What follows belongs to an exercise in optimizing a design on an open flow for small area and a short achievable clock period; a production flow would make more cautious choices.
The RTL was checked by simulation tests, not by an equivalence proof against the original design.
The flow treats the clock pin as an ideal source. Dropping or thinning the clock tree relies on that and would not hold on a real chip.

Setup of quartz:
// fir_filter
module fir_filter #(parameter N = 101) (
    input wire clk,
    input wire reset,
    input wire signed [15:0] x_in,
    output reg signed [15:0] y_out
);
export LEC_CHECK = 0
export CAP_MARGIN = 20
export CORE_MARGIN = 2
export CORE_UTILIZATION = 60
export SLEW_MARGIN = 20
create_clock -name core_clock -period 12.0 [get_ports {clk}]
standard.sh (not shown) runs the stock make flow with config.mk's settings and CLKGATE_MAP_FILE= SYNTH_SCRIPT=/design/flow/synth_recipe.tcl, a recipe that flattens the netlist after the stock synthesis.
==> flow/flow/run.sh <==
#!/bin/bash
set -euo pipefail
here=$(cd "$(dirname "$0")" && pwd)
export CTS_ARGS="-sink_clustering_enable -repair_clock_nets -dont_use_dummy_load -buf_list {sky130_fd_sc_hd__clkbuf_16} -sink_clustering_size 30 -sink_clustering_max_diameter 80"
export BUFFER_PORTS_ARGS="-buffer_cell sky130_fd_sc_hd__buf_4"
export SETUP_SLACK_MARGIN=${SETUP_SLACK_MARGIN:-9.0}
export POST_CTS_TCL=$here/post_cts.tcl
bash standard.sh MATCH_CELL_FOOTPRINT=0 finish > flow_standard.log 2>&1
==> flow/flow/post_cts.tcl <==
# Runs at the end of ORFS's CTS step.

set clk_net [get_nets [[[[ord::get_db_block] findBTerm clk] getNet] getName]]
set root_pins [get_pins -of_objects $clk_net -filter "direction == input"]
if {[llength $root_pins] == 1} {
  set root [get_cells -of_objects [lindex $root_pins 0]]
  set root_out [get_nets -of_objects [get_pins -of_objects $root -filter "direction == output"]]
  set loads [get_pins -of_objects $root_out -filter "direction == input"]
  puts "clock root [get_full_name $root] drives [llength $loads] pins"
  if {[llength $loads] <= 4} {
    set names {}
    foreach p $loads { lappend names [get_full_name $p] }
    set clk_name [get_full_name $clk_net]
    set out_name [get_full_name $root_out]
    foreach p $names {
      disconnect_pin $out_name $p
      connect_pin $clk_name $p
    }
    disconnect_pin $clk_name [get_full_name [lindex $root_pins 0]]
    delete_instance [get_full_name $root]
    delete_net $out_name
    puts "removed clock root buffer"
  }
}

detailed_placement
estimate_parasitics -placement
repair_timing -setup -setup_margin $::env(SETUP_SLACK_MARGIN) -repair_tns 100 -verbose
detailed_placement
check_placement -verbose
estimate_parasitics -placement
report_clock_latency
report_checks -path_delay max -group_path_count 3
The inputs of pepper differ from those of quartz as listed below.
--- a/flow/flow/post_cts.tcl
+++ b/flow/flow/post_cts.tcl
@@ -1,5 +1,5 @@
 # Runs at the end of ORFS's CTS step.
 
-set clk_net [get_nets [[[[ord::get_db_block] findBTerm clk] getNet] getName]]
+set clk_net [get_nets -of_objects [get_ports clk]]
 set root_pins [get_pins -of_objects $clk_net -filter "direction == input"]
 if {[llength $root_pins] == 1} {
@@ -24,4 +24,14 @@
 }
 
+# Faster flops on the output and the adder's mask.
+foreach c [get_cells {y_out*}] {
+  if {[get_property [get_lib_cells -of_objects $c] name] eq "sky130_fd_sc_hd__dfrtp_1"} {
+    replace_cell [get_full_name $c] sky130_fd_sc_hd__dfrtp_4
+  }
+}
+foreach c [get_cells {full_q*}] {
+  replace_cell [get_full_name $c] sky130_fd_sc_hd__dfrtp_4
+}
+
 detailed_placement
 estimate_parasitics -placement
==> run notes <==
Reported for quartz and pepper, average instance area after synthesis turned out identical to the last digit.
For pepper, the flow was terminated by a tool error in clock tree synthesis (4_1_cts) and produced no final design.
quartz → pepper: number of clock sinks seen by CTS neither gained nor lost much, part of the Yosys area used for sequential elements neither gained nor lost much.
Re arithmetic-cell share of the synthesized area counting full adders, half adders and majority gates: no difference whatsoever between quartz and pepper.
Diff pepper..quartz | placement-stage worst setup slack | unchanged
Any difference in count of flip-flops with a built-in enable after synthesis between pepper and quartz is small enough to ignore.
From pepper to quartz, flip-flop and latch count after synthesis did not move at all.
What harbor does differently from pepper at the input level:
==> flow/flow/run.sh <==
#!/bin/bash
set -euo pipefail
export CTS_ARGS="-sink_clustering_enable -repair_clock_nets -dont_use_dummy_load -buf_list {sky130_fd_sc_hd__clkbuf_8} -sink_clustering_size 20 -sink_clustering_max_diameter 60"
export BUFFER_PORTS_ARGS="-buffer_cell sky130_fd_sc_hd__buf_4"
export SETUP_SLACK_MARGIN=9.0
bash standard.sh MATCH_CELL_FOOTPRINT=0 finish > flow_standard.log 2>&1
removed: flow/flow/post_cts.tcl
### Flow results
The final layout from harbor, which completed every stage, passed the timing, DRC and antenna checks at the end of the flow. pepper did not run to completion, as it errored out during clock tree synthesis (4_1_cts). pepper -> harbor: post-synthesis share of cell area spent on full adders, half adders and majority gates delta 0, exact match. Compared harbor against pepper; vertical die dimension within noise. pepper -> harbor: synthesized cell count delta 0, exact match. Taking pepper as the reference, in harbor mean area per synthesized cell has remained practically unchanged; area share of and/or/nand/nor cells after synthesis has remained practically unchanged.

afterwards: timing with drivers on the ports:
How much do the figures lean on ideal ports? The routed layouts below were timed once more, with nothing changed but the port constraints.
Step 1 sets driving cells, clkbuf_16 on the clock port and buf_2 on the other inputs (assumed; they add their load-dependent delay and slew).
Step 2 moves the port delays by t, midway between the first and last clock arrival at a register: inputs arrive t later, outputs are due t later. That takes back most of the time a late clock gives input paths.
Slacks: no drivers / after step 1 / after step 2; pairs: no drivers / after step 1.
run | shift t [ns] | slack for setup (ns) | worst register clock-pin slew, ns | worst slew at a driven data input, ns | cell pins on the clock port's net
quartz | 0.552 | 8.565 / 8.451 / 9.003 | 0.11 / 0.11 | 0.03 | 4
harbor | 0.732 | 8.361 / 8.302 / 9.034 | 0.12 / 0.12 | 0.03 | 1
After both steps every run listed still meets setup and hold.
